Source: an optimization exercise on an open RTL-to-GDS flow (aim: small area, a short achievable clock period and few clock cycles per item). Production flows keep margins and buffers that such runs may drop.
In this exercise RTL edits were held to simulation tests only and were not proved equivalent to the original.

[design.v]
localparam XLEN = 32;
localparam XLEN_BYTES = XLEN / 8;
localparam RESET_VECTOR = 32'h00000000;
localparam INSTR_LEN = 32;
localparam INSTR_LEN_BYTES = INSTR_LEN / 8;
localparam DATA_LEN = XLEN;
localparam DATA_LEN_BYTES = DATA_LEN / 8;
localparam INSTR_MEM_WIDTH = XLEN;
localparam INSTR_MEM_DEPTH = 1024;
localparam INSTR_MEM_ADDR_WIDTH = $clog2(INSTR_MEM_DEPTH * INSTR_MEM_WIDTH / 8);
localparam INSTR_MEM_TAG_WIDTH = XLEN;
localparam DATA_MEM_WIDTH = XLEN;
localparam DATA_MEM_DEPTH = 1024;
localparam DATA_MEM_ADDR_WIDTH = $clog2(DATA_MEM_DEPTH * DATA_MEM_WIDTH / 8);
localparam REG_FILE_DEPTH = 32;
localparam REG_FILE_ADDR_WIDTH = $clog2(REG_FILE_DEPTH);
typedef struct packed {
  logic [31:0]             instr;
  logic [XLEN-1:0]         instr_tag;
  logic [4:0]              rs1_addr;
  logic [4:0]              rs2_addr;
  logic [XLEN-1:0]         imm;
  logic                    imm_valid;
  logic [4:0]              rd_addr;
  logic [$clog2(XLEN)-1:0] shamt;
  logic                    predicted_taken;
  logic alu;
  logic rs1;
  logic rs2;
  logic imm12;
  logic rd;
  logic shimm5;
  logic imm20;
  logic pc;
  logic load;
  logic store;
  logic lsu;
  logic add;
  logic sub;
  logic land;
  logic lor;
  logic lxor;
  logic sll;
  logic sra;
  logic srl;
  logic slt;
  logic unsign;
  logic condbr;
  logic beq;
  logic bne;
  logic bge;
  logic blt;
  logic jal;
  logic by;
  logic half;
  logic word;
  logic mul;
  logic rs1_sign;
  logic rs2_sign;
  logic low;
  logic div;
  logic rem;
  logic mac;
  logic macrst;
  logic nop;
  logic legal;
} idu0_out_t;
typedef struct packed {
  logic alu;
  logic rs1;
  logic rs2;
  logic imm12;
  logic rd;
  logic shimm5;
  logic imm20;
  logic pc;
  logic load;
  logic store;
  logic lsu;
  logic add;
  logic sub;
  logic land;
  logic lor;
  logic lxor;
  logic sll;
  logic sra;
  logic srl;
  logic slt;
  logic unsign;
  logic condbr;
  logic beq;
  logic bne;
  logic bge;
  logic blt;
  logic jal;
  logic by;
  logic half;
  logic word;
  logic mul;
  logic rs1_sign;
  logic rs2_sign;
  logic low;
  logic div;
  logic rem;
  logic mac;
  logic macrst;
  logic nop;
  logic legal;
} decode_out_t;
typedef struct packed {
  logic [31:0]             instr;
  logic [XLEN-1:0]         instr_tag;
  logic [XLEN-1:0]         rs1_data;
  logic [XLEN-1:0]         rs2_data;
  logic [4:0]              rs1_addr;
  logic [4:0]              rs2_addr;
  logic [XLEN-1:0]         imm;
  logic                    imm_valid;
  logic [4:0]              rd_addr;
  logic [$clog2(XLEN)-1:0] shamt;
  logic                    predicted_taken;
  logic alu;
  logic rs1;
  logic rs2;
  logic imm12;
  logic rd;
  logic shimm5;
  logic imm20;
  logic pc;
  logic load;
  logic store;
  logic lsu;
  logic add;
  logic sub;
  logic land;
  logic lor;
  logic lxor;
  logic sll;
  logic sra;
  logic srl;
  logic slt;
  logic unsign;
  logic condbr;
  logic beq;
  logic bne;
  logic bge;
  logic blt;
  logic jal;
  logic by;
  logic half;
  logic word;
  logic mul;
  logic rs1_sign;
  logic rs2_sign;
  logic low;
  logic div;
  logic rem;
  logic mac;
  logic macrst;
  logic nop;
  logic legal;
} idu1_out_t;
typedef struct packed {
  logic [31:0] instr;
  logic [XLEN-1:0] instr_tag;
  logic [4:0] rs1_addr;
  logic [4:0] rs2_addr;
  logic [4:0] rd_addr;
  logic mul;
  logic mac;
  logic macrst;
  logic alu;
  logic div;
  logic lsu;
} last_issued_instr_t;
typedef enum logic [2:0] {
  LSU_IDLE,
  LSU_LOAD_1,
  LSU_LOAD_2,
  LSU_DONE
} lsu_state_t;
module dff #(
    parameter int WIDTH = 1
) (
    input logic [WIDTH-1:0] din,
    input logic             clk,
    output logic [WIDTH-1:0] dout
);
  always_ff @(posedge clk) begin
    dout[WIDTH-1:0] <= din[WIDTH-1:0];
  end
endmodule
module dff_rst #(
    parameter int WIDTH = 1,
    parameter logic [WIDTH-1:0] RESET_VAL = 0
) (
    input logic [WIDTH-1:0] din,
    input logic             clk,
    input logic             rst_n,
    output logic [WIDTH-1:0] dout
);
  always_ff @(posedge clk) begin
    if (!rst_n) dout[WIDTH-1:0] <= RESET_VAL[WIDTH-1:0];
    else dout[WIDTH-1:0] <= din[WIDTH-1:0];
  end
endmodule
module dff_rst_flush #(
    parameter int WIDTH = 1,
    parameter logic [WIDTH-1:0] RESET_VAL = 0
) (
    input logic [WIDTH-1:0] din,
    input logic             clk,
    input logic             rst_n,
    input logic             flush,
    output logic [WIDTH-1:0] dout
);
  logic [WIDTH-1:0] din_i;
  logic [WIDTH-1:0] dout_i;
  assign din_i[WIDTH-1:0] = (flush) ? RESET_VAL[WIDTH-1:0] : din[WIDTH-1:0];
  assign dout[WIDTH-1:0]  = (flush) ? RESET_VAL[WIDTH-1:0] : dout_i[WIDTH-1:0];
  dff_rst_en #(WIDTH, RESET_VAL) dff_rst_inst (
      .din(din_i[WIDTH-1:0]),
      .clk(clk),
      .rst_n(rst_n),
      .en(~flush),
      .dout(dout_i[WIDTH-1:0])
  );
endmodule
module dff_rst_vector #(
    parameter int WIDTH = 1,
    parameter logic [WIDTH-1:0] RESET_VAL = 0
) (
    input  logic [WIDTH-1:0] din,
    input  logic             clk,
    input  logic             rst_n,
    input  logic [WIDTH-1:0] reset_val,
    output logic [WIDTH-1:0] dout
);
  always_ff @(posedge clk) begin
    if (!rst_n) dout[WIDTH-1:0] <= reset_val[WIDTH-1:0];
    else dout[WIDTH-1:0] <= din[WIDTH-1:0];
  end
endmodule
module dff_rst_en #(
    parameter int WIDTH = 1,
    parameter logic [WIDTH-1:0] RESET_VAL = 0
) (
    input logic [WIDTH-1:0] din,
    input logic             clk,
    input logic             rst_n,
    input logic             en,
    output logic [WIDTH-1:0] dout
);
  dff_rst #(WIDTH, RESET_VAL) dff_rst_inst (
      .din((en) ? din[WIDTH-1:0] : dout[WIDTH-1:0]),
      .*
  );
endmodule
module dff_rst_en_flush #(
    parameter int WIDTH = 1,
    parameter logic [WIDTH-1:0] RESET_VAL = 0
) (
    input logic [WIDTH-1:0] din,
    input logic             clk,
    input logic             rst_n,
    input logic             en,
    input logic             flush,
    output logic [WIDTH-1:0] dout
);
  logic [WIDTH-1:0] din_i;
  logic [WIDTH-1:0] dout_i;
  assign din_i[WIDTH-1:0] = (flush) ? RESET_VAL[WIDTH-1:0] : din[WIDTH-1:0];
  assign dout[WIDTH-1:0]  = (flush) ? RESET_VAL[WIDTH-1:0] : dout_i[WIDTH-1:0];
  dff_rst_en #(WIDTH, RESET_VAL) dff_rst_en_inst (
      .din  (din_i[WIDTH-1:0]),
      .clk  (clk),
      .rst_n(rst_n),
      .en   (en),
      .dout (dout_i[WIDTH-1:0])
  );
endmodule
module dff_rst_en_vector #(
    parameter int WIDTH = 1,
    parameter logic [WIDTH-1:0] RESET_VAL = 0
) (
    input logic [WIDTH-1:0] din,
    input logic             clk,
    input logic             rst_n,
    input logic [WIDTH-1:0] reset_val,
    input logic             en,
    output logic [WIDTH-1:0] dout
);
  dff_rst_vector #(WIDTH, RESET_VAL) dff_rst_inst (
      .din((en) ? din[WIDTH-1:0] : dout[WIDTH-1:0]),
      .*
  );
endmodule
module pc #(
    parameter int PC_WIDTH = 32,
    parameter logic [PC_WIDTH-1:0] INC_AMOUNT = 4
) (
    input logic                  clk,
    input logic                  rst_n,
    input logic [PC_WIDTH-1:0]   reset_vector,
    input logic                  load,
    input logic                  inc,
    input logic                  stall,
    input logic                  predict_take_branch,
    input logic [PC_WIDTH-1:0]   predict_target_pc_in,
    input  logic [PC_WIDTH-1:0] pc_in,
    output logic [PC_WIDTH-1:0] pc_out,
    output logic                pc_out_valid
);
    logic [PC_WIDTH-1:0] pc_d, pc_q;
    logic update_pc;
    dff_rst_en_vector #(PC_WIDTH) pc_dff (
        .clk      (clk),
        .rst_n    (rst_n),
        .reset_val(reset_vector[PC_WIDTH-1:0]),
        .en       (update_pc),
        .din      (pc_d[PC_WIDTH-1:0]),
        .dout     (pc_q[PC_WIDTH-1:0])
    );
    logic [PC_WIDTH-1:0] last_pc;
    always_ff @(posedge clk) begin
        if (!rst_n) begin
            last_pc <= 'b0;
        end else if (!stall) begin
            last_pc <= pc_q;
        end
    end
  always_comb begin
        pc_out_valid = 1'b1;  
        if (load) begin
            update_pc = 1'b1;
            pc_d = pc_in;
        end else if (stall) begin
            update_pc = 1'b0;
            pc_d = 'b0;  
        end else if (predict_take_branch) begin
            update_pc = 1'b1;
            pc_d = predict_target_pc_in + 4;
        end else if (inc) begin
            update_pc = 1'b1;
            pc_d = pc_q + INC_AMOUNT;
        end else begin
            update_pc = 1'b0;
            pc_d = 'b0;  
            pc_out_valid = 1'b0;
        end
    end
    assign pc_out[PC_WIDTH-1:0] = (stall) ? last_pc[PC_WIDTH-1:0] : pc_q[PC_WIDTH-1:0];
endmodule
module twoscomp #(
    parameter WIDTH = 32
) (
    input logic [WIDTH-1:0] din,
    output logic [WIDTH-1:0] dout
);
  logic [WIDTH-1:1] dout_temp;   
  genvar i;
  for (i = 1; i < WIDTH; i++) begin : flip_after_first_one
    assign dout_temp[i] = (|din[i-1:0]) ? ~din[i] : din[i];
  end : flip_after_first_one
  assign dout[WIDTH-1:0] = {dout_temp[WIDTH-1:1], din[0]};
endmodule   
module tv_div (
    input  logic        clk,
    input  logic        rst_n,
    input  logic        start,          
    input  logic        op_unsigned,    
    input  logic        op_rem,         
    input  logic [31:0] dividend,
    input  logic [31:0] divisor,
    output logic        busy,
    output logic        result_valid,
    output logic [31:0] result
);
  localparam int M  = 2;            
  localparam int LM = $clog2(M);
  localparam int DW = 32 + M - 1;   
  localparam logic [1:0] S_IDLE = 2'd0, S_ALIGN = 2'd1, S_ITER = 2'd2, S_DONE = 2'd3;
  logic [1:0]    state;
  logic [31:0]   r, q;
  logic [DW-1:0] d;
  logic [4:0]    cnt;
  logic          rem, neg;
  function automatic logic [5:0] lzc32(input logic [31:0] x);
    logic [15:0] v1; logic [15:0] c1;
    logic [7:0]  v2; logic [1:0] c2 [8];
    logic [3:0]  v3; logic [2:0] c3 [4];
    logic [1:0]  v4; logic [3:0] c4 [2];
    logic [4:0]  c5;
    for (int i = 0; i < 16; i++) begin
      v1[i] = x[2*i+1] | x[2*i];
      c1[i] = ~x[2*i+1];
    end
    for (int i = 0; i < 8; i++) begin
      v2[i] = v1[2*i+1] | v1[2*i];
      c2[i] = v1[2*i+1] ? {1'b0, c1[2*i+1]} : {1'b1, c1[2*i]};
    end
    for (int i = 0; i < 4; i++) begin
      v3[i] = v2[2*i+1] | v2[2*i];
      c3[i] = v2[2*i+1] ? {1'b0, c2[2*i+1]} : {1'b1, c2[2*i]};
    end
    for (int i = 0; i < 2; i++) begin
      v4[i] = v3[2*i+1] | v3[2*i];
      c4[i] = v3[2*i+1] ? {1'b0, c3[2*i+1]} : {1'b1, c3[2*i]};
    end
    c5 = v4[1] ? {1'b0, c4[1]} : {1'b1, c4[0]};
    lzc32 = (v4[1] | v4[0]) ? {1'b0, c5} : 6'd32;
  endfunction
  function automatic logic [31:0] cneg32(input logic [31:0] x, input logic s);
    logic [31:0] o [6];   
    o[0] = x;
    for (int k = 0; k < 5; k++)
      for (int i = 0; i < 32; i++)
        o[k+1][i] = ((i >> k) & 1) ? (o[k][i] | o[k][((i >> k) << k) - 1]) : o[k][i];
    cneg32 = x ^ ({32{s}} & {o[5][30:0], 1'b0});
  endfunction
  wire align = (state == S_ALIGN);
  wire iter  = (state == S_ITER);
  logic [31:0]   rs   [0:M];
  logic [M-1:0]  g;
  logic [DW:0]   diff [0:M-1];
  logic [5:0]    lz_r, lz_d;
  logic [5:0]    sh;
  logic          dz, lt, same;
  assign lz_r = lzc32(r);
  assign lz_d = lzc32(d[31:0]);
  assign sh   = lz_d - lz_r;          
  assign dz   = lz_d[5];              
  assign same = (lz_r == lz_d);
  always_comb begin
    rs[0] = r;
    for (int j = 0; j < M; j++) begin
      diff[j] = {1'b0, {(DW - 32){1'b0}}, rs[j]} - {1'b0, (d >> j)};
      if (j == 0) g[M-1-j] = ~diff[j][DW] & (iter | (align & same));
      else        g[M-1-j] = ~diff[j][DW] & iter;
      rs[j+1] = g[M-1-j] ? diff[j][31:0] : rs[j];
    end
  end
  assign lt = diff[0][DW];            
  wire done0  = align & lt;           
  wire signed_op = ~op_unsigned;
  assign busy         = (state == S_ITER) | (align & ~lt);
  assign result_valid = (state == S_DONE) | done0;
  wire cap = start & ~busy;
  wire [31:0] abs_a = cneg32(dividend, signed_op & dividend[31]);
  wire [31:0] abs_b = cneg32(divisor, signed_op & divisor[31]);
  logic [5:0] sh_pad;
  assign sh_pad = sh | 6'(M - 1);
  always_ff @(posedge clk) begin
    if (!rst_n) state <= S_IDLE;
    else begin
      case (state)
        S_ALIGN: state <= lt ? (cap ? S_ALIGN : S_IDLE) : ((dz | same) ? S_DONE : S_ITER);
        S_ITER:  state <= (cnt == 5'd0) ? S_DONE : S_ITER;
        default: state <= cap ? S_ALIGN : S_IDLE;
      endcase
    end
  end
  always_ff @(posedge clk) begin
    cnt <= align ? 5'(sh_pad >> LM) : cnt - 5'd1;
    if (cap) begin
      r   <= abs_a;
      d   <= DW'(abs_b);
      rem <= op_rem;
      neg <= signed_op & (op_rem ? dividend[31] : (dividend[31] ^ divisor[31]));
    end else begin
      r <= rs[M];
      d <= align ? (DW'(d[31:0]) << sh_pad[4:0]) : (d >> M);
      if (align & dz & ~rem) neg <= 1'b0;
    end
    if (cap) q <= 32'd0;
    else     q <= {q[31-M:0], align ? {{(M-1){1'b0}}, g[M-1]} : g} | {32{align & dz}};
  end
  wire [31:0] x = rem ? r : q;
  assign result = cneg32(x, neg);
endmodule
[flow/run.sh]
#!/bin/bash
# The standard layout, with the port buffers made of plain buffers (buf_2) instead of the
# default delay-buffer cell, and the resizer free to pick any cell footprint.
set -euo pipefail
bash standard.sh BUFFER_PORTS_ARGS="-buffer_cell sky130_fd_sc_hd__buf_2" MATCH_CELL_FOOTPRINT=0 finish > make_finish.log 2>&1
[standard.sh]
#!/bin/bash
# synth_recipe.tcl (not shown) runs the flow's synth.tcl, then flattens the netlist and writes it again
# the make line also repeats each setting of config.mk as NAME=value (left out here)
make -C /OpenROAD-flow-scripts/flow DESIGN_CONFIG=/design/flow/config.mk WORK_HOME=/design/flow/orfs CLKGATE_MAP_FILE= SYNTH_SCRIPT=/design/flow/synth_recipe.tcl "${@:-finish}"
[config.mk]
export PLATFORM = sky130hd
export DESIGN_NAME = tv_div
export DESIGN_NICKNAME = tv_div
export VERILOG_FILES = /design/flow/design.v
export SDC_FILE = /design/flow/constraint.sdc
export NUM_CORES = 4
export LEC_CHECK = 0
export ABC_AREA = 1
export CAP_MARGIN = 0
export CORE_MARGIN = 2
export CORE_UTILIZATION = 40
export SETUP_SLACK_MARGIN = 3.0
export SLEW_MARGIN = 0
[constraint.sdc]
create_clock -name core_clock -period 7.5 [get_ports {clk}]
set_input_delay 1.5000 -clock core_clock [delete_from_list [all_inputs] [get_ports {clk}]]
set_output_delay 1.5000 -clock core_clock [all_outputs]
set_load 0.01 [all_outputs]
==> impl_metrics.tcl, run 1 <==
set metrics [dict create \
    drive_gt1_share_pct 21.1 \
    layout_setup_ws_ps 3010 \
    crit_family "simple AND/OR/NAND/NOR gates" \
    first_iter_violations 1478 \
    tightest_slew_ps 955 \
    io_pins 103 \
    status "timing/DRC/antenna clean" \
    setup_viol 0 \
    syn_area_per_cell_um2 5.57 \
    place_ws_ps 1500 \
    crit_top_cell "nand2_2" \
    slew_headroom_pct 36.3 \
    synthCells 2468 \
    syn2layout_area_growth_pct 22.1 \
    cp.depth 32 \
    place.detailed.hpwl_um 46900 \
    hold_slack_ps 486 \
    start_util_pct 40.8 \
    cts_hold_buffers 0 \
    grt_pass1_wl_um 88300 \
    grt_max_degree 76 \
    vias 16468 \
    die_x_um 189 \
    antenna_found_initial 0 \
    drtAntennaViolNets 0 \
    grt_pass1_vias 15514 \
    wirelength_um 60000 \
    cp_num_buf_inv 5 \
    path_clk_slew_ps 80 \
    critical-path-max-stage-delay_ps 380 \
    fin_cells 3051 \
    final_max_slew_viol_count 0 \
    dpl_cell_area_um2 14500 \
    drc 0 \
    syn_nets 2613 \
    period_needed_ps 4490 \
    grt_util_all_layers_pct 32.7 \
    port-buffer-count 102 \
    cts.sinks 106 \
    rr_worst_depth 32 \
    grt_overflow 0 \
    yosysUniqueCellTypes 57 \
    cap_violations 0 \
    min_period_over_period_pct 59.9 \
    start_kind "flip-flop" \
    core_um2 33700 \
    htreeDepth 3 \
    skew_ps 20.4 \
    antenna_cells 0 \
    final_area_um2 16800 \
    synth_area_um2 13700 \
    die_area_um2 35900 \
    rsz0062_at_grt "true" \
    min_path_cells 2 \
    finalWeightedCongestion 1.04 \
    die_y_um 189 \
    arrival_ps 4780 \
    critPathRequiredTime_ps 7790 \
    finish.utilization_pct 49.8 \
    clock_latency_ps 400 \
    cts_buffers 9 \
    viasPerCell 5.40 \
    rows 67 \
    clockBufferDepth 2 \
    max_freq_ghz 0.223 \
    yosys_warnings 12 \
    wl_per_cell_um 19.7 \
    synth-seq-cells 106 \
    cts_tree "done" \
    worst-path-max-fanout 8 \
    crit_type "reg2reg" \
    fin_nets 2743 \
    cts_root_buffer "clkbuf_16" \
    min_path_type "reg2reg" \
    hold_viol 0 \
    setup_tns_ps 0 \
    fill_cells 3699 \
    crit_path_end_kind "flip-flop" \
    place_inst 2956 \
    cp_slowest_cell "fa_2" \
    yosysSeqAreaShare_pct 15.6 \
    drtPass1Iterations 8 \
]
worst reg2reg max path, delay by kind of cell, from the launching register on:
kind	cells	cell delay (ps)
AND/OR/NAND/NOR	24	2740
adder cells (fa/ha/maj)	2	590
buffers and inverters	5	540
flip-flops	1	360
AO/OA/AOI/OAI	1	150
placed cells by master (no fill, tap or decap), drive strengths merged, types with 4 or more instances in the layout:
cell type    n
nor2       228
inv        363
clkinv       6
clkinvlp    11
o221ai       9
o21ai      210
o21bai       5
a211oi       4
o211ai      10
buf        186
a22oi        5
nor3        18
xor2        81
a21o         5
a31oi        4
o21a         6
nand3b       8
dfxtp      104
nand3      194
clkbuf      11
xnor2       39
a21oi      105
ha          73
or2          8
nand4       25
nor4         5
nand2      853
o22ai        5
path summary, 6_finish.rpt:
kind	from	to	slack, ps
worst max register to register	r[8]$_DFF_P_	r[8]$_DFF_P_	3010
worst max-delay path	r[8]$_DFF_P_	r[8]$_DFF_P_	3010
worst min-delay path	q[5]$_SDFF_PP0_	q[7]$_SDFF_PP0_	490
worst min register to register	q[5]$_SDFF_PP0_	q[7]$_SDFF_PP0_	490
logic make-up after synthesis:
group           share of synthesized area, %
buf+inv                                 13.2
flops                                   15.6
mux                                    0.228
compound gates                          15.1
xor+xnor                                7.70
simple gates                            41.1
fa+ha+maj                               7.08
registers in the layout, indices dropped and copies added, names as in the netlist:
| name | cells |
|---|---|
| rem | 1 |
| d | 33 |
| neg | 1 |
| r | 32 |
| state | 2 |
| cnt | 5 |
| q | 32 |
layout make-up:
class	count	area, um^2	area share, %
inverter	371	1450	8.64
sequential	106	2250	13.4
timing repair inverter	3	37.5	0.224
multi-input combinational	1920	10900	65.0
tap	448	561	3.34
clock inverter	6	57.6	0.343
timing repair buffer	187	1280	7.60
clock buffer	10	239	1.42
synthesized netlist by cell type, drive strengths merged:
cell	instances	area, um^2
a2111oi	1	8.76
a211oi	4	30.0
a21boi	3	22.5
a21o	5	37.5
a21oi	105	529
a221o	1	10.0
a221oi	1	8.76
a22oi	5	37.5
a31oi	4	25.0
and2	3	18.8
and3	2	12.5
buf	41	298
clkbuf	34	131
clkinv	3	11.3
dfxtp	104	2080
edfxtp	2	60.1
fa	3	60.1
ha	73	913
inv	368	1380
mux2	1	11.3
mux2i	2	20.0
nand2	850	3240
nand3	193	1010
nand3b	8	60.1
nand4	25	156
nor2	228	948
nor3	18	100
nor4	5	52.6
o211ai	10	75.1
o21a	6	45.0
o21ai	210	1080
o21bai	5	37.5
o221ai	9	78.8
o22ai	5	31.3
o31ai	3	22.5
or2	8	50.1
xnor2	39	342
xor2	81	717
timing repair:
action                                  CTS  global route
hold endpoints to repair                  0             0
cloned                                    8             1
gates resized for setup                 113           246
endpoints found under the setup margin   65            76
pin swaps                                21            75
buffers inserted                         29            41
layer usage:
layer / GRT usage [%] / share of wire (%)
met1: 37.6 / 39
met2: 56.4 / 47
met3: 5.12 / 6.5
met4: 20.8 / 7.2
met5: 0 / 0
Testbench counts, summed over its fixed seeds: cycles 10,373, divides 2,400.
==> run 2, diff against run 1 <==
--- a/config.mk
+++ b/config.mk
@@ -8,6 +8,6 @@
 export ABC_AREA = 1
-export CAP_MARGIN = 0
+export CAP_MARGIN = 20
 export CORE_MARGIN = 2
 export CORE_UTILIZATION = 40
-export SETUP_SLACK_MARGIN = 3.0
-export SLEW_MARGIN = 0
+export SETUP_SLACK_MARGIN = 2.5
+export SLEW_MARGIN = 20
==> run 2 against run 1 <==
Still clean on timing, DRC and antenna. Global-route usage is 0.76 points lower. First-iteration DRC count shrank 3.1%. Cell area is 8.2% lower. Clock skew down 1.6 ps. Setup slack worse by 330 ps. Fmax decreased by 6.9%. Hold slack worse by 1.9 ps. Die area unchanged. Largest cell class unchanged.
==> impl_metrics.tcl, run 2 <==
set metrics [dict create \
    grt_overflow 0 \
    clockBufferDepth 2 \
    synth_top_cell_by_area "nand2_1" \
    synth-seq-cells 106 \
    drive_gt1_share_pct 12.5 \
    path_clk_slew_ps 90 \
    min_path_type "reg2reg" \
    synth_most_common_cell "nand2_1" \
    cp_slowest_cell "dfxtp_4" \
    start_util_pct 40.8 \
    rows 67 \
    crit_family "simple AND/OR/NAND/NOR gates" \
    whs_endpoint "q[28]$_SDFF_PP0_" \
    rr_worst_depth 27 \
    worst-path-max-fanout 14 \
    syn_nets 2613 \
    setup_tns_ps 0 \
    cap_violations 0 \
    slew_headroom_pct 35.8 \
    status "timing/DRC/antenna clean" \
    crit_type "reg2reg" \
    crit_path_end_kind "flip-flop" \
    skew_ps 18.8 \
    port-buffer-count 102 \
    antenna_cells 0 \
    synth_ff_type "dfxtp_1" \
    arrival_ps 5130 \
    drc 0 \
    multiInputGateArea_um2 10000 \
    min_path_cells 2 \
    rsz0062_at_grt "false" \
    yosys_warnings 12 \
    viasPerCell 5.37 \
    top_regs "d (33), q (32), r (32)" \
    tightest_slew_ps 962 \
    grt_max_degree 76 \
    cts_tree "done" \
    yosysSeqAreaShare_pct 15.6 \
    top_register "d" \
    vias 16146 \
    fin_nets 2701 \
    synthTopCellsByArea "nand2_1 (23%), dfxtp_1 (15%), inv_1 (9.4%), nand3_1 (6.8%), ha_1 (6.6%)" \
    r2r_slack_ps 2670 \
    grt_util_all_layers_pct 31.9 \
    clock_latency_ps 400 \
    register_area_um2 2170 \
    final_max_slew_viol_count 0 \
    final_common_cell "nand2_1" \
    crit_top_cell "nand2_1" \
    largest_register_ffs 33 \
    min_period_over_period_pct 64.3 \
    synthArstFlopShare_pct 0 \
    wirelength_um 58200 \
    critPathRequiredTime_ps 7800 \
    min-delay-start "q[26]$_SDFF_PP0_" \
    synth_top_area_share_pct 22.9 \
    dpl_cell_area_um2 14500 \
    first_iter_violations 1432 \
    fill_cells 3839 \
    die_y_um 189 \
    cts_root_buffer "clkbuf_16" \
    htreeDepth 3 \
    synth-edff-count 2 \
    finalWeightedCongestion 1.04 \
    cts.sinks 106 \
    grt_pass1_vias 15262 \
    cts_hold_buffers 0 \
    critical-path-max-stage-delay_ps 390 \
    final_cell_mix "nand2_1 (829), inv_1 (338), nor2_1 (191), nand3_1 (185), o21ai_0 (167)" \
    drtAntennaViolNets 0 \
    grt_pass1_wl_um 86400 \
    io_pins 103 \
    synthCells 2468 \
    start_kind "flip-flop" \
    syn2layout_area_growth_pct 12.1 \
    period_needed_ps 4830 \
    syn_area_per_cell_um2 5.57 \
    hold_viol 0 \
    yosysUniqueCellTypes 57 \
    place_ws_ps 1500 \
    wl_per_cell_um 19.4 \
    synth_area_um2 13700 \
    cts_buffers 9 \
    drtPass1Iterations 6 \
    timing.rr.start "r[6]$_DFF_P_" \
    layout_setup_ws_ps 2670 \
    die_area_um2 35900 \
    core_um2 33700 \
    setup_viol 0 \
    max_freq_ghz 0.207 \
    synthTopCellsByCount "nand2_1 (839), inv_1 (345), nor2_1 (203)" \
    die_x_um 189 \
    place.detailed.hpwl_um 46900 \
    antenna_found_initial 0 \
    reg2reg_to "r[29]$_DFF_P_" \
    final_area_um2 15400 \
    cp_num_buf_inv 4 \
]
## run 2: repair_timing
action                                  in CTS  in global routing
pin swaps                                    3                 13
endpoints found under the setup margin      45                 52
buffers inserted                             3                 27
endpoints found under the hold margin        0                  0
gates resized for setup                     16                 79
gates cloned                                 3                  4
## run 2: worst reg2reg max path, delay by kind of cell (launching register included)
family	cells	cell delay, ps
flops	1	390
simple gates	16	1960
fa+ha+maj	2	640
compound gates	5	1240
buf+inv	4	520
## run 2: per-stage QoR
step | instances | hold WS (ps) | util [%]
floorplan | 2468 | 441 | -
global placement | 2956 | 454 | 43.0
detailed placement | 2956 | 457 | 43.0
CTS | 2978 | 485 | 44.2
global route | 3009 | 517 | 45.7
finish | 3009 | 484 | 45.7
## run 2: how the worst max path moves through the flow
stage                             start             to  slack, ps  cells past startpoint
after global routing       r[2]$_DFF_P_  r[22]$_DFF_P_       2480                     30
after global placement     d[1]$_DFF_P_  r[27]$_DFF_P_       1500                     34
after floorplan           d[14]$_DFF_P_  r[14]$_DFF_P_       3200                     35
after detailed placement   r[6]$_DFF_P_  r[31]$_DFF_P_       1500                     36
after CTS                  d[2]$_DFF_P_  r[13]$_DFF_P_       2510                     29
final                      r[6]$_DFF_P_  r[29]$_DFF_P_       2670                     27
## run 2: layer usage
metal	up-vias	global-route usage (%)	part of all wire, %
li1	8007	-	-
met1	7331	36.6	40
met2	626	55.9	48
met3	182	4.49	5.3
met4	0	19.9	6.4
met5	-	0	0
## run 2: kinds of logic after synthesis
logic type	Yosys count	share of synthesized area (%)
AND/OR/NAND/NOR	1340	41.1
AO/OA/AOI/OAI	377	15.1
XOR/XNOR	120	7.70
adder cells (fa/ha/maj)	76	7.08
buffers and inverters	446	13.2
flip-flops	106	15.6
multiplexers	3	0.228
## run 2: layout make-up
cell class              instances  share of cell area, %
flip-flops and latches        106                   14.1
repair inverters                2                  0.162
well taps                     448                   3.64
repair buffers                146                   6.07
inverters                     371                   9.20
clock buffers                  10                   1.55
clock inverters                 6                  0.373
multi-input cells            1920                   64.9
==> run 3, diff against run 2 <==
--- a/config.mk
+++ b/config.mk
@@ -11,3 +11,3 @@
 export CORE_UTILIZATION = 40
-export SETUP_SLACK_MARGIN = 2.5
+export SETUP_SLACK_MARGIN = 2.0
 export SLEW_MARGIN = 20
==> run 3 against run 2 <==
Wire length down 1.5%. Via count decreased by 1.6%. Synthesized cell count unchanged. Global-route usage fell by 0.41 points. Critical path depth rose by 6. Synthesized area stayed put. First-iteration DRC count down 16%. Critical path type unchanged.
==> impl_metrics.tcl, run 3 <==
set metrics [dict create \
    grt_pass1_vias 15209 \
    cts_tree "done" \
    place_ws_ps 1500 \
    grt_pass1_wl_um 85400 \
    viasPerCell 5.33 \
    critPathLaunch "r[6]$_DFF_P_" \
    drtAntennaViolNets 0 \
    start_util_pct 40.8 \
    synth_top_cell_by_area "nand2_1" \
    crit_path_end_kind "flip-flop" \
    fill_cells 3872 \
    cts.sinks 106 \
    crit_type "reg2reg" \
    min_path_cells 2 \
    dpl_cell_area_um2 14500 \
    rr_worst_depth 33 \
    hold_slack_ps 483 \
    top_regs "d (33), q (32), r (32)" \
    cts_hold_buffers 0 \
    min_path_type "reg2reg" \
    grt_overflow 0 \
    die_y_um 189 \
    cp_slowest_cell "dfxtp_1" \
    fin_cells 2978 \
    die_area_um2 35900 \
    port-buffer-count 102 \
    critical-path-max-stage-delay_ps 400 \
    synth_area_um2 13700 \
    syn_area_per_cell_um2 5.57 \
    final_area_um2 14900 \
    highest_layer "met4" \
    clock_latency_ps 400 \
    max_freq_ghz 0.192 \
    largest_register_ffs 33 \
    whs_endpoint "q[28]$_SDFF_PP0_" \
    final_max_slew_viol_count 0 \
    drc 0 \
    r2r_slack_ps 2290 \
    setup_viol 0 \
    fin_nets 2670 \
    top_register "d" \
    period_needed_ps 5210 \
    yosysSeqAreaShare_pct 15.6 \
    synth_ff_type "dfxtp_1" \
    syn2layout_area_growth_pct 8.38 \
    final_cell_mix "nand2_1 (838), inv_1 (344), nor2_1 (201), nand3_1 (186), o21ai_0 (171)" \
    setup_tns_ps 0 \
    cap_violations 0 \
    synthTopCellsByCount "nand2_1 (839), inv_1 (345), nor2_1 (203)" \
    finalWeightedCongestion 1.04 \
    synthArstFlopShare_pct 0 \
    htreeDepth 3 \
    status "timing/DRC/antenna clean" \
    synthCells 2468 \
    drive_gt1_share_pct 9.09 \
    finish.utilization_pct 44.2 \
    grt_util_all_layers_pct 31.5 \
    syn_nets 2613 \
    synth-edff-count 2 \
    critPathRequiredTime_ps 7780 \
    rsz0062_at_grt "false" \
    yosys_warnings 12 \
    clockBufferDepth 2 \
    tightest_slew_ps 927 \
    place.detailed.hpwl_um 46900 \
    vias 15882 \
    worst-path-max-fanout 21 \
    core_um2 33700 \
    hold_viol 0 \
    wirelength_um 57400 \
    first_iter_violations 1209 \
    start_kind "flip-flop" \
    place_inst 2956 \
    crit_top_cell "nand2_1" \
    synth-seq-cells 106 \
    multiInputGateArea_um2 9860 \
    io_pins 103 \
    antenna_found_initial 0 \
    die_x_um 189 \
    arrival_ps 5480 \
    synth_top_area_share_pct 22.9 \
    synthTopCellsByArea "nand2_1 (23%), dfxtp_1 (15%), inv_1 (9.4%), nand3_1 (6.8%), ha_1 (6.6%)" \
    min-delay-start "q[26]$_SDFF_PP0_" \
    register_area_um2 2140 \
    drtPass1Iterations 7 \
    slew_headroom_pct 38.1 \
    met2_length_um 27500 \
    final_common_cell "nand2_1" \
    synth_most_common_cell "nand2_1" \
    min_period_over_period_pct 69.4 \
    layout_setup_ws_ps 2290 \
    timing.rr.start "r[6]$_DFF_P_" \
    reg2reg_to "r[13]$_DFF_P_" \
    yosysUniqueCellTypes 57 \
    cts_root_buffer "clkbuf_16" \
    wl_met1_um 22900 \
    skew_ps 16.8 \
    cts_buffers 9 \
    rows 67 \
    wl_per_cell_um 19.3 \
    route.met3.wl_um 3160 \
    path_clk_slew_ps 80 \
    grt_max_degree 76 \
    antenna_cells 0 \
]
[run 3: cell count changes in the layout (fill, tap and decap cells not counted), moves of 5 or more]
cell and delta:
nor2_4 -6, buf_4 -19, nand2_2 -8, nand2_1 +9, nor2_1 +10, buf_12 -5
dfxtp_2 -19, inv_1 +6, dfxtp_1 +20
[run 3: per-layer routing]
layer	GRT usage, %	up-vias
met5	0	-
met3	4.19	172
met4	19.5	0
met1	36.0	7179
met2	55.6	592
li1	-	7939
[run 3: kinds of logic after synthesis]
| family | after synthesis | synth area share (%) |
|---|---|---|
| adder cells (fa/ha/maj) | 76 | 7.08 |
| XOR/XNOR | 120 | 7.70 |
| multiplexers | 3 | 0.228 |
| AO/OA/AOI/OAI | 377 | 15.1 |
| buffers and inverters | 446 | 13.2 |
| AND/OR/NAND/NOR | 1340 | 41.1 |
| flip-flops | 106 | 15.6 |
[run 3: worst max path at each step]
stage | end | slack, ps | cells after the start
after floorplan | r[14]$_DFF_P_ | 3200 | 35
after global placement | r[27]$_DFF_P_ | 1500 | 34
after detailed placement | r[31]$_DFF_P_ | 1500 | 36
after CTS | r[13]$_DFF_P_ | 2050 | 34
after global routing | r[21]$_DFF_P_ | 2020 | 32
final | r[13]$_DFF_P_ | 2290 | 33
[run 3: timing repair]
item	4_1_cts	5_1_grt
gates cloned	0	3
resized for setup	7	8
pin swaps	0	3
endpoints found under the setup margin	33	44
setup buffers	0	3
[run 3: area by class of cell]
cell class	instances	area share, %
sequential	106	14.4
multi-input combinational	1919	66.2
clock inverter	6	0.386
timing repair buffer	118	4.28
clock buffer	10	1.60
inverter	371	9.40
tap	448	3.76
[run 3: worst max-delay path: cells and delay by family (launching register included)]
family	cells	cell delay, ps
AO/OA/AOI/OAI	1	170
flip-flops	1	400
buffers and inverters	5	480
adder cells (fa/ha/maj)	3	740
AND/OR/NAND/NOR	24	3300
==> run 4, diff against run 3 <==
--- a/config.mk
+++ b/config.mk
@@ -11,3 +11,4 @@
 export CORE_UTILIZATION = 40
-export SETUP_SLACK_MARGIN = 2.0
+export SETUP_SLACK_MARGIN = 3.0
 export SLEW_MARGIN = 20
+export TNS_END_PERCENT = 10
==> run 4 against run 3 <==
Still clean on timing, DRC and antenna. Die area unchanged. Synthesized cell count stayed put. Critical path depth down 13. First-iteration DRC count rose by 15%. Synthesized area unchanged.
==> impl_metrics.tcl, run 4 <==
set metrics [dict create \
    status "timing/DRC/antenna clean" \
    drive_gt1_share_pct 21.1 \
    final_common_cell "nand2_1" \
    grt_pass1_vias 15486 \
    synth_area_um2 13700 \
    top_regs "d (33), q (32), r (32)" \
    grt_overflow 0 \
    fin_nets 2743 \
    viasPerCell 5.39 \
    setup_tns_ps 0 \
    rows 67 \
    synth_top_area_share_pct 22.9 \
    wirelength_um 60400 \
    slew_headroom_pct 35.0 \
    cts_root_buffer "clkbuf_16" \
    synth-edff-count 2 \
    clockBufferDepth 2 \
    syn2layout_area_growth_pct 22.5 \
    place_inst 2956 \
    largest_register_ffs 33 \
    drc 0 \
    yosysUniqueCellTypes 57 \
    r2r_slack_ps 2990 \
    register_area_um2 2250 \
    layout_setup_ws_ps 2990 \
    tightest_slew_ps 974 \
    start_util_pct 40.8 \
    cts_hold_buffers 0 \
    synth-seq-cells 106 \
    synthTopCellsByCount "nand2_1 (839), inv_1 (345), nor2_1 (203)" \
    drtAntennaViolNets 0 \
    core_um2 33700 \
    place_ws_ps 1500 \
    drtPass1Iterations 8 \
    place.detailed.hpwl_um 46900 \
    crit_path_end_kind "flip-flop" \
    synth_ff_type "dfxtp_1" \
    rsz0062_at_grt "true" \
    critPathLaunch "r[7]$_DFF_P_" \
    synthCells 2468 \
    io_pins 103 \
    start_kind "flip-flop" \
    min_period_over_period_pct 60.1 \
    cp-endpoint "d[27]$_DFF_P_" \
    syn_area_per_cell_um2 5.57 \
    grt_max_degree 76 \
    die_area_um2 35900 \
    crit_top_cell "nand2_1" \
    cp_slowest_cell "fa_2" \
    cts.sinks 106 \
    final_max_slew_viol_count 0 \
    antenna_found_initial 0 \
    grt_pass1_wl_um 88300 \
    cts_tree "done" \
    crit_type "reg2reg" \
    die_x_um 189 \
    path_clk_slew_ps 90 \
    yosysSeqAreaShare_pct 15.6 \
    max_freq_ghz 0.222 \
    finalWeightedCongestion 1.04 \
    port-buffer-count 102 \
    synth_top_cell_by_area "nand2_1" \
    synthTopCellsByArea "nand2_1 (23%), dfxtp_1 (15%), inv_1 (9.4%), nand3_1 (6.8%), ha_1 (6.6%)" \
    arrival_ps 4800 \
    yosys_warnings 12 \
    htreeDepth 3 \
    die_y_um 189 \
    synthArstFlopShare_pct 0 \
    rr_worst_depth 20 \
    first_iter_violations 1388 \
    top_register "d" \
    worst-path-max-fanout 34 \
    timing.rr.start "r[7]$_DFF_P_" \
    cts_buffers 9 \
    critPathRequiredTime_ps 7790 \
    synth_most_common_cell "nand2_1" \
    fin_cells 3052 \
    skew_ps 21.2 \
    multiInputGateArea_um2 11000 \
    min_path_type "reg2reg" \
    reg2reg_to "d[27]$_DFF_P_" \
    setup_viol 0 \
    hold_viol 0 \
    grt_util_all_layers_pct 32.7 \
    critical-path-max-stage-delay_ps 890 \
    wl_per_cell_um 19.8 \
    final_cell_mix "nand2_1 (787), inv_1 (314), nand3_1 (175), nor2_1 (171), o21ai_0 (159)" \
    clock_latency_ps 400 \
    vias 16441 \
    cap_violations 0 \
    period_needed_ps 4510 \
    syn_nets 2613 \
    path_cells "nor2_4 -> nand2_4 -> o221ai_2 -> nand2_1 -> a21oi_2 -> o21ai_2 -> nand2_2 -> o21ai_2 -> ha_1 -> fa_2 -> buf_4 -> inv_1 -> nand2_1 -> o21ai_0 -> nand2_1 -> inv_1 -> o21ai_0 -> o22ai_1 -> o21ai_0 -> nand2_1" \
    fill_cells 3698 \
]
## run 4: cell counts after synthesis
No cell type changed its count.
## run 4: logic make-up after synthesis
family	synth area share, %
adder cells (fa/ha/maj)	7.08
buffers and inverters	13.2
AO/OA/AOI/OAI	15.1
flip-flops	15.6
AND/OR/NAND/NOR	41.1
multiplexers	0.228
XOR/XNOR	7.70
## run 4: how the worst min path moves through the flow
stage	cells past startpoint	from	to
global placement	2	q[29]$_SDFF_PP0_	q[31]$_SDFF_PP0_
CTS	2	q[26]$_SDFF_PP0_	q[28]$_SDFF_PP0_
global route	2	q[19]$_SDFF_PP0_	q[21]$_SDFF_PP0_
floorplan	2	q[23]$_SDFF_PP0_	q[25]$_SDFF_PP0_
detailed placement	2	q[9]$_SDFF_PP0_	q[11]$_SDFF_PP0_
finish	2	q[26]$_SDFF_PP0_	q[28]$_SDFF_PP0_
## run 4: area by class of cell
type                       instances  area share [%]
antenna                            1          0.0149
tap                              448            3.33
clock inverter                     6           0.342
inverter                         371            8.61
clock buffer                      10            1.42
multi-input combinational       1921            65.2
sequential                       106            13.4
timing repair inverter             3           0.178
timing repair buffer             186            7.59
## run 4: per-stage QoR
stage	hold WS [ps]	utilization (%)	instance area [um^2]
floorplan	441	-	13700
global placement	454	43.0	14500
detailed placement	457	43.0	14500
CTS	485	46.0	15500
global route	517	50.0	16800
finish	485	50.0	16800
## run 4: timing repair
item | in CTS | in global routing
endpoints found under the setup margin | 65 | 76
pin swaps | 21 | 64
setup buffers | 28 | 40
resized for setup | 110 | 252
cloned | 8 | 3
## run 4: critical path: cells and delay by family (launching register included)
family / cells / cell delay [ps]
AOI/OAI and AO/OA: 8 / 1540
buffers and inverters: 3 / 680
DFF: 1 / 380
adders and majority gates: 2 / 1140
and+or+nand+nor: 7 / 650
## run 4: routing by layer
layer	share of wire [%]	GRT usage, %
met5	0	0
met4	7.1	20.5
met3	6.0	5.02
met2	47	56.5
met1	40	37.6
==> run 5, diff against run 4 <==
--- a/config.mk
+++ b/config.mk
@@ -13,2 +13 @@
 export SLEW_MARGIN = 20
-export TNS_END_PERCENT = 10
==> run 5 against run 4 <==
Still clean on timing, DRC and antenna. Hold slack gained 1.0 ps. Global-route usage about the same. Clock-buffer cell count unchanged. Utilization is 0.17 points lower. Synthesized cell count is the same. Critical endpoint is now r[8]$_DFF_P_.
==> impl_metrics.tcl, run 5 <==
set metrics [dict create \
    status "timing/DRC/antenna clean" \
    synth-edff-count 2 \
    clockBufferDepth 2 \
    synth_area_um2 13700 \
    port-buffer-count 102 \
    synth_top_cell_by_area "nand2_1" \
    worst-path-max-fanout 8 \
    drtAntennaViolNets 0 \
    fin_nets 2743 \
    max_freq_ghz 0.223 \
    start_util_pct 40.8 \
    start_kind "flip-flop" \
    synthTopCellsByArea "nand2_1 (23%), dfxtp_1 (15%), inv_1 (9.4%), nand3_1 (6.8%), ha_1 (6.6%)" \
    synth_top_family_by_area "simple AND/OR/NAND/NOR gates" \
    dpl_cell_area_um2 14500 \
    syn2layout_area_growth_pct 22.1 \
    synth-xor-area-share_pct 7.70 \
    grt_max_degree 76 \
    die_area_um2 35900 \
    synthCells 2468 \
    viasPerCell 5.40 \
    io_pins 103 \
    yosysUniqueCellTypes 57 \
    syn_nets 2613 \
    yosys_warnings 12 \
    first_iter_violations 1478 \
    synth_most_common_cell "nand2_1" \
    wl_per_cell_um 19.7 \
    finalWeightedCongestion 1.04 \
    fill_cells 3699 \
    synth_top_area_share_pct 22.9 \
    antenna_found_initial 0 \
    cts_tree "done" \
    grt_util_all_layers_pct 32.7 \
    min_path_type "reg2reg" \
    synthMuxAreaShare_pct 0.228 \
    hold_viol 0 \
    cts_buffers 9 \
    rows 67 \
    drc 0 \
    synth_ff_type "dfxtp_1" \
    place.detailed.hpwl_um 46900 \
    htreeDepth 3 \
    top_register "d" \
    final_cell_mix "nand2_1 (791), inv_1 (314), nor2_1 (172), nand3_1 (165), o21ai_0 (159)" \
    final_max_slew_viol_count 0 \
    synth_simple_gate_area_share_pct 41.1 \
    critPathRequiredTime_ps 7790 \
    crit_top_cell "nand2_2" \
    cts_root_buffer "clkbuf_16" \
    crit_path_end_kind "flip-flop" \
    grt_pass1_vias 15514 \
    min_period_over_period_pct 59.9 \
    wirelength_um 60000 \
    drtPass1Iterations 8 \
    synth_adder_area_share_pct 7.08 \
    clock_latency_ps 400 \
    die_y_um 189 \
    period_needed_ps 4490 \
    cp_slowest_cell "fa_2" \
    multiInputGateArea_um2 10900 \
    final_common_cell "nand2_1" \
    cap_violations 0 \
    top_regs "d (33), q (32), r (32)" \
    yosysSeqAreaShare_pct 15.6 \
    core_um2 33700 \
    rsz0062_at_grt "true" \
    die_x_um 189 \
    drive_gt1_share_pct 21.1 \
    synth_compound_area_share_pct 15.1 \
    path_clk_slew_ps 80 \
    synthArstFlopShare_pct 0 \
    grt_pass1_wl_um 88300 \
    final_area_um2 16800 \
    syn_area_per_cell_um2 5.57 \
    arrival_ps 4780 \
    slew_headroom_pct 36.3 \
    synthTopCellsByCount "nand2_1 (839), inv_1 (345), nor2_1 (203)" \
    vias 16468 \
    setup_tns_ps 0 \
    tightest_slew_ps 955 \
    cts.sinks 106 \
    crit_type "reg2reg" \
    grt_overflow 0 \
    skew_ps 20.4 \
    setup_viol 0 \
    antenna_cells 0 \
    synth-seq-cells 106 \
    register_area_um2 2250 \
    largest_register_ffs 33 \
    critical-path-max-stage-delay_ps 380 \
]
run 5: cell types whose count changed in the layout (fill, tap and decap cells not counted), moves of 3 or more:
| cell | previous run | this run |
|---|---|---|
| nand3_2 | 14 | 23 |
| a21oi_2 | 20 | 14 |
| a21oi_1 | 80 | 87 |
| nand2_4 | 15 | 12 |
| dfxtp_2 | 23 | 26 |
| nand3_1 | 175 | 165 |
| nand2_1 | 787 | 791 |
run 5: worst max-delay path, delay by kind of cell, from the launching register on:
kind | cells | cell delay (ps)
AO/OA/AOI/OAI | 1 | 150
buffers and inverters | 5 | 530
adder cells (fa/ha/maj) | 2 | 580
AND/OR/NAND/NOR | 24 | 2730
flip-flops | 1 | 360
run 5: per-stage QoR:
step	instances	setup WS, ps	util, %	hold slack, ps
CTS	3009	3000	46.0	485
global placement	2956	1500	43.0	454
detailed placement	2956	1500	43.0	457
global route	3051	2780	49.8	517
finish	3051	3010	49.8	486
floorplan	2468	3200	-	441
run 5: layout make-up:
class | instances | area share, %
Clock buffer | 10 | 1.42
Clock inverter | 6 | 0.343
Inverter | 371 | 8.64
Multi-Input combinational cell | 1920 | 65.0
Sequential cell | 106 | 13.4
Tap cell | 448 | 3.34
Timing Repair Buffer | 187 | 7.60
Timing Repair inverter | 3 | 0.224
run 5: cell families after synthesis:
| kind of cell | Yosys count |
|---|---|
| flops | 106 |
| xor+xnor | 120 |
| buf+inv | 446 |
| mux | 3 |
| simple gates | 1340 |
| compound gates | 377 |
| fa+ha+maj | 76 |
run 5: what timing repair did:
| item | CTS | global route |
|---|---|---|
| endpoints found under the setup margin | 65 | 76 |
| hold buffers | 0 | 0 |
| pin swaps | 21 | 75 |
| buffers inserted | 29 | 41 |
| resized for setup | 113 | 246 |
| gates cloned | 8 | 1 |
run 5: per-layer routing:
metal  wire length [um]  track usage [%]
met2              28400             56.4
met1              23400             37.6
met3               3900             5.12
met5                  0                0
met4               4340             20.8
run 5: path summary, 6_finish.rpt:
check                        from         endpoint  slack, ps  cells past startpoint
hold / removal    q[5]$_SDFF_PP0_  q[7]$_SDFF_PP0_        490                      2
setup reg to reg     r[8]$_DFF_P_     r[8]$_DFF_P_       3010                     32
hold reg to reg   q[5]$_SDFF_PP0_  q[7]$_SDFF_PP0_        490                      2
setup / recovery     r[8]$_DFF_P_     r[8]$_DFF_P_       3010                     32
==> run 6, diff against run 5 <==
--- a/config.mk
+++ b/config.mk
@@ -11,3 +11,4 @@
 export CORE_UTILIZATION = 40
-export SETUP_SLACK_MARGIN = 3.0
+export GPL_ROUTABILITY_DRIVEN = 0
+export SETUP_SLACK_MARGIN = 2.5
 export SLEW_MARGIN = 20
==> run 6 against run 5 <==
Still clean. Via count shrank 1.4%. Setup slack lost 350 ps. Sequential share of layout area grew 0.72 points. Synthesized area is the same. Utilization shrank 4.2 points. Critical endpoint is now r[23]$_DFF_P_. Highest routed layer unchanged.
==> impl_metrics.tcl, run 6 <==
set metrics [dict create \
    status "timing/DRC/antenna clean" \
    min_period_over_period_pct 64.6 \
    htreeDepth 3 \
    final_max_slew_viol_count 0 \
    vias 16243 \
    wl_per_cell_um 17.8 \
    cts.sinks 106 \
    synth_adder_area_share_pct 7.08 \
    place_inst 2955 \
    multiInputGateArea_um2 10000 \
    critPathRequiredTime_ps 7760 \
    final_common_cell "nand2_1" \
    crit_path_end_kind "flip-flop" \
    die_area_um2 35900 \
    fin_cells 3005 \
    setup_viol 0 \
    synthCells 2468 \
    first_iter_violations 1650 \
    drive_gt1_share_pct 11.9 \
    timing.rr.start "r[8]$_DFF_P_" \
    synth_ff_type "dfxtp_1" \
    cts_root_buffer "clkbuf_16" \
    synth_compound_area_share_pct 15.1 \
    yosysSeqAreaShare_pct 15.6 \
    setup_tns_ps 0 \
    register_area_um2 2170 \
    hold_viol 0 \
    hold_slack_ps 482 \
    critical-path-max-stage-delay_ps 510 \
    synth_most_common_cell "nand2_1" \
    synthMuxAreaShare_pct 0.228 \
    syn_area_per_cell_um2 5.57 \
    synth_simple_gate_area_share_pct 41.1 \
    drtAntennaViolNets 0 \
    cp_slowest_cell "dfxtp_1" \
    top_regs "d (33), q (32), r (32)" \
    fin_nets 2697 \
    viasPerCell 5.41 \
    max_freq_ghz 0.206 \
    crit_type "reg2reg" \
    synth-xor-area-share_pct 7.70 \
    min-delay-start "q[29]$_SDFF_PP0_" \
    die_x_um 189 \
    grt_util_all_layers_pct 29.1 \
    arrival_ps 5100 \
    final_area_um2 15400 \
    antenna_found_initial 1 \
    path_clk_slew_ps 80 \
    core_um2 33700 \
    cts_buffers 9 \
    grt_max_degree 91 \
    period_needed_ps 4840 \
    rows 67 \
    grt_overflow 0 \
    fill_cells 3816 \
    synthTopCellsByCount "nand2_1 (839), inv_1 (345), nor2_1 (203)" \
    rsz0062_at_grt "false" \
    start_util_pct 40.8 \
    antenna_cells 0 \
    synthArstFlopShare_pct 0 \
    largest_register_ffs 33 \
    synthTopCellsByArea "nand2_1 (23%), dfxtp_1 (15%), inv_1 (9.4%), nand3_1 (6.8%), ha_1 (6.6%)" \
    critPathLaunch "r[8]$_DFF_P_" \
    skew_ps 12.3 \
    synth_top_cell_by_area "nand2_1" \
    wirelength_um 53600 \
    crit_top_cell "nand2_1" \
    synth-edff-count 2 \
    place.detailed.hpwl_um 42400 \
    dpl_cell_area_um2 14500 \
    die_y_um 189 \
    top_register "d" \
    worst-path-max-fanout 6 \
    start_kind "flip-flop" \
    yosys_warnings 12 \
    clock_latency_ps 370 \
    cap_violations 0 \
    min_path_type "reg2reg" \
    drc 0 \
    yosysUniqueCellTypes 57 \
    drtPass1Iterations 8 \
    port-buffer-count 102 \
    cts_tree "done" \
    grt_pass1_wl_um 81400 \
    slew_headroom_pct 35.8 \
    synth_top_family_by_area "simple AND/OR/NAND/NOR gates" \
    io_pins 103 \
    cp_num_buf_inv 5 \
    syn2layout_area_growth_pct 11.8 \
    synth-seq-cells 106 \
    clockBufferDepth 2 \
    final_cell_mix "nand2_1 (833), inv_1 (336), nor2_1 (191), nand3_1 (185), o21ai_0 (167)" \
    syn_nets 2613 \
    synth_top_area_share_pct 22.9 \
    grt_pass1_vias 15137 \
    crit_family "simple AND/OR/NAND/NOR gates" \
    synth_area_um2 13700 \
    tightest_slew_ps 963 \
]
==> run 6: final cells by class <==
cell class                      count  area share, %
Timing Repair Buffer              144           5.95
Sequential cell                   106           14.1
Multi-Input combinational cell   1920           65.2
Inverter                          371           9.23
Clock buffer                       10           1.49
Clock inverter                      6          0.374
Tap cell                          448           3.65
==> run 6: per-stage QoR <==
stage	setup WS (ps)	util (%)
after floorplan	3200	-
after global placement	1790	43.0
after detailed placement	1760	43.0
after CTS	2520	44.2
after global routing	2470	45.6
final	2660	45.6
==> run 6: layer usage <==
metal / GRT usage [%] / wire length, um
met3: 4.58 / 4260
met5: 0 / 0
met2: 50.0 / 24900
met4: 17.8 / 3610
met1: 34.0 / 20800
==> run 6: kinds of logic (layout without fill, tap and decap cells) <==
logic type               after synthesis  in the layout
AO/OA/AOI/OAI                        377            377
XOR/XNOR                             120            120
adder cells (fa/ha/maj)               76             76
buffers and inverters                446            531
flip-flops                           106            106
multiplexers                           3              3
AND/OR/NAND/NOR                     1340           1344
==> run 6: path summary, 6_finish.rpt <==
check / endpoint / slack [ps] / depth (start not counted)
max: r[23]$_DFF_P_ / 2660 / 28
min: q[31]$_SDFF_PP0_ / 480 / 2
max reg2reg: r[23]$_DFF_P_ / 2660 / 28
min reg2reg: q[31]$_SDFF_PP0_ / 480 / 2
==> run 6: worst min-delay path, stage by stage, from the launching register on <==
cell and delay [ps]:
dfxtp_1 320, o21ai_0 80, inv_1 50
==> run 6: timing repair <==
action | in CTS | in global routing
pin swaps | 3 | 12
hold buffers | 0 | 0
setup endpoints to repair | 44 | 42
setup buffers | 1 | 27
resized for setup | 21 | 65
cloned | 3 | 3
==> run 7, diff against run 6 <==
==> flow/run.sh (replaced) <==
#!/bin/bash
# The standard layout, with the port buffers made of plain buffers (buf_4) instead of the
# default delay-buffer cell, and the resizer free to pick any cell footprint.
set -euo pipefail
bash standard.sh BUFFER_PORTS_ARGS="-buffer_cell sky130_fd_sc_hd__buf_4" MATCH_CELL_FOOTPRINT=0 finish > make_finish.log 2>&1
--- a/config.mk
+++ b/config.mk
@@ -11,4 +11,3 @@
 export CORE_UTILIZATION = 40
-export GPL_ROUTABILITY_DRIVEN = 0
-export SETUP_SLACK_MARGIN = 2.5
+export SETUP_SLACK_MARGIN = 3.0
 export SLEW_MARGIN = 20
==> run 7 against run 6 <==
Sequential share of layout area shrank 1.4 points. Clock skew grew 3.1 ps. Still clean. Wire length grew 20%. Critical endpoint is now r[15]$_DFF_P_.
==> impl_metrics.tcl, run 7 <==
set metrics [dict create \
    status "timing/DRC/antenna clean" \
    rows 67 \
    antenna_found_initial 0 \
    slew_headroom_pct 33.8 \
    synth_top_cell_by_area "nand2_1" \
    grt_util_met3_pct 5.02 \
    period_needed_ps 4550 \
    grt_util_all_layers_pct 34.7 \
    cap_violations 0 \
    finalWeightedCongestion 1.03 \
    path_clk_slew_ps 80 \
    synth_most_common_cell "nand2_1" \
    cts_hold_buffers 0 \
    met2_usage_pct 60.0 \
    rr_worst_depth 32 \
    min_period_over_period_pct 60.7 \
    layout_setup_ws_ps 2950 \
    cts_tree "done" \
    synth_top_area_share_pct 22.9 \
    setup_tns_ps 0 \
    grt_pass1_wl_um 93000 \
    timing.rr.start "r[3]$_DFF_P_" \
    place.detailed.hpwl_um 48500 \
    antenna_cells 0 \
    synth-edff-count 2 \
    min_path_cells 2 \
    drive_gt1_share_pct 23.7 \
    die_y_um 189 \
    r2r_slack_ps 2950 \
    grt_max_degree 70 \
    min-delay-start "q[1]$_SDFF_PP0_" \
    setup_viol 0 \
    start_kind "flip-flop" \
    largest_register_ffs 33 \
    clock_latency_ps 390 \
    crit_family "simple AND/OR/NAND/NOR gates" \
    grt_pass1_vias 15958 \
    synthCells 2468 \
    cts_buffers 9 \
    register_area_um2 2240 \
    crit_top_cell "nand2_2" \
    cp_slowest_cell "dfxtp_2" \
    cts_root_buffer "clkbuf_16" \
    crit_type "reg2reg" \
    htreeDepth 3 \
    critPathRequiredTime_ps 7830 \
    port-buffer-count 102 \
    first_iter_violations 1279 \
    max_freq_ghz 0.220 \
    synthArstFlopShare_pct 0 \
    top_regs "d (33), q (32), r (32)" \
    syn2layout_area_growth_pct 28.4 \
    top_usage_layer "met2" \
    synth_ff_type "dfxtp_1" \
    crit_path_end_kind "flip-flop" \
    synthTopCellsByArea "nand2_1 (23%), dfxtp_1 (15%), inv_1 (9.4%), nand3_1 (6.8%), ha_1 (6.6%)" \
    arrival_ps 4880 \
    critical-path-max-stage-delay_ps 400 \
    final_max_slew_viol_count 0 \
    grt_overflow 0 \
    yosysUniqueCellTypes 57 \
    clockBufferDepth 2 \
    fin_nets 2754 \
    yosys_warnings 12 \
    drc 0 \
    die_area_um2 35900 \
    viasPerCell 5.48 \
    vias 16779 \
    syn_nets 2613 \
    wl_per_cell_um 21.1 \
    wirelength_um 64500 \
    synth-seq-cells 106 \
    die_x_um 189 \
    tightest_slew_ps 993 \
    drtPass1Iterations 6 \
    cts.sinks 106 \
    skew_ps 15.4 \
    min_path_type "reg2reg" \
    fill_cells 3633 \
    reg2reg_to "r[15]$_DFF_P_" \
    start_util_pct 40.8 \
    yosysSeqAreaShare_pct 15.6 \
    core_um2 33700 \
    hold_viol 0 \
    worst-path-max-fanout 8 \
    drtAntennaViolNets 0 \
    final_cell_mix "nand2_1 (774), inv_1 (312), buf_4 (182), nor2_1 (177), o21ai_0 (159)" \
    syn_area_per_cell_um2 5.57 \
    cp_num_buf_inv 4 \
    final_common_cell "nand2_1" \
    synth_area_um2 13700 \
    io_pins 103 \
    synthTopCellsByCount "nand2_1 (839), inv_1 (345), nor2_1 (203)" \
    multiInputGateArea_um2 11400 \
    rsz0062_at_grt "true" \
    grtUsageMet1_pct 40.5 \
    whs_endpoint "q[3]$_SDFF_PP0_" \
    place_ws_ps 1990 \
    top_register "d" \
]
==> run 7: changes by cell type in the layout (fill, tap and decap cells not counted), sizes merged <==
cell	change
buf	+51
bufinv	+1
clkbuf	+1
clkinv	+3
clkinvlp	+14
inv	-15
nand2	+1
==> run 7: through the flow <==
step / area [um^2] / hold WS (ps) / util, % / cells
after detailed placement: 14700 / 461 / 43.7 / 2955
after CTS: 16000 / 477 / 47.3 / 3015
after floorplan: 13700 / 441 / - / 2468
after global routing: 17700 / 504 / 52.4 / 3061
final: 17700 / 478 / 52.4 / 3061
after global placement: 14700 / 453 / 43.7 / 2955
==> run 7: layer usage <==
| layer | part of all wire (%) | up-vias |
|---|---|---|
| met4 | 6.7 | 0 |
| met2 | 48 | 694 |
| li1 | - | 8127 |
| met5 | 0 | - |
| met3 | 6.2 | 196 |
| met1 | 40 | 7762 |
==> run 7: area by class of cell <==
| class | count | area share [%] |
|---|---|---|
| multi-input combinational | 1921 | 64.5 |
| sequential | 106 | 12.7 |
| timing repair buffer | 196 | 9.14 |
| inverter | 371 | 8.33 |
| tap | 448 | 3.18 |
| clock buffer | 10 | 1.42 |
| timing repair inverter | 4 | 0.418 |
| clock inverter | 5 | 0.340 |
==> run 7: how the worst max path moves through the flow <==
stage	start	end	slack [ps]	depth (start not counted)
floorplan	d[14]$_DFF_P_	r[14]$_DFF_P_	3200	35
global placement	r[6]$_DFF_P_	r[27]$_DFF_P_	1990	35
detailed placement	r[6]$_DFF_P_	r[27]$_DFF_P_	1990	35
CTS	r[5]$_DFF_P_	r[30]$_DFF_P_	3000	30
global route	d[27]$_DFF_P_	r[16]$_DFF_P_	2690	33
finish	r[3]$_DFF_P_	r[15]$_DFF_P_	2950	32
==> run 7: tightest hold or removal path, stage by stage, from the launching register on <==
cell and delay (ps):
dfxtp_1 320, o21ai_0 80, inv_1 50
==> run 7: kinds of logic after synthesis <==
kind of cell,share of synthesized area [%]
AOI/OAI and AO/OA,15.1
and+or+nand+nor,41.1
buffers and inverters,13.2
xor gates and xnor gates,7.70
adders and majority gates,7.08
muxes,0.228
DFF,15.6
==> run 7: repair_timing <==
action	CTS	global route
cloned	12	2
pin swaps	20	96
endpoints found under the setup margin	54	82
setup buffers	33	44
gates resized for setup	135	318

[port drivers added, routing unchanged]
Ports are ideal in the flow. The routed layouts listed here were re-timed in OpenROAD.
Step 1 assumes that a clkbuf_16 drives the clock port and a buf_2 every other input.
Step 2 moves the port delays by t, midway between the first and last clock arrival at a register: inputs arrive t later, outputs are due t later. That takes back most of the time a late clock gives input paths.
Three values: no drivers, after step 1, after step 2; two values: the first two.
| run | shift t [ns] | setup slack, ns | clock arrival spread, ns | pins driven straight from the clock port |
|---|---|---|---|---|
| run 1 | 0.442 | 3.008 / 3.008 / 3.008 | 0.021 / 0.020 | 1 |
| run 2 | 0.446 | 2.674 / 2.674 / 2.674 | 0.019 / 0.019 | 1 |
| run 3 | 0.443 | 2.294 / 2.294 / 2.294 | 0.016 / 0.017 | 1 |
| run 4 | 0.441 | 2.990 / 2.970 / 2.990 | 0.021 / 0.021 | 1 |
| run 5 | 0.442 | 3.008 / 3.008 / 3.008 | 0.021 / 0.020 | 1 |
| run 6 | 0.420 | 2.657 / 2.657 / 2.657 | 0.012 / 0.012 | 1 |
| run 7 | 0.442 | 2.947 / 2.947 / 2.947 | 0.016 / 0.015 | 1 |
After both steps setup and hold are still met in every run listed.
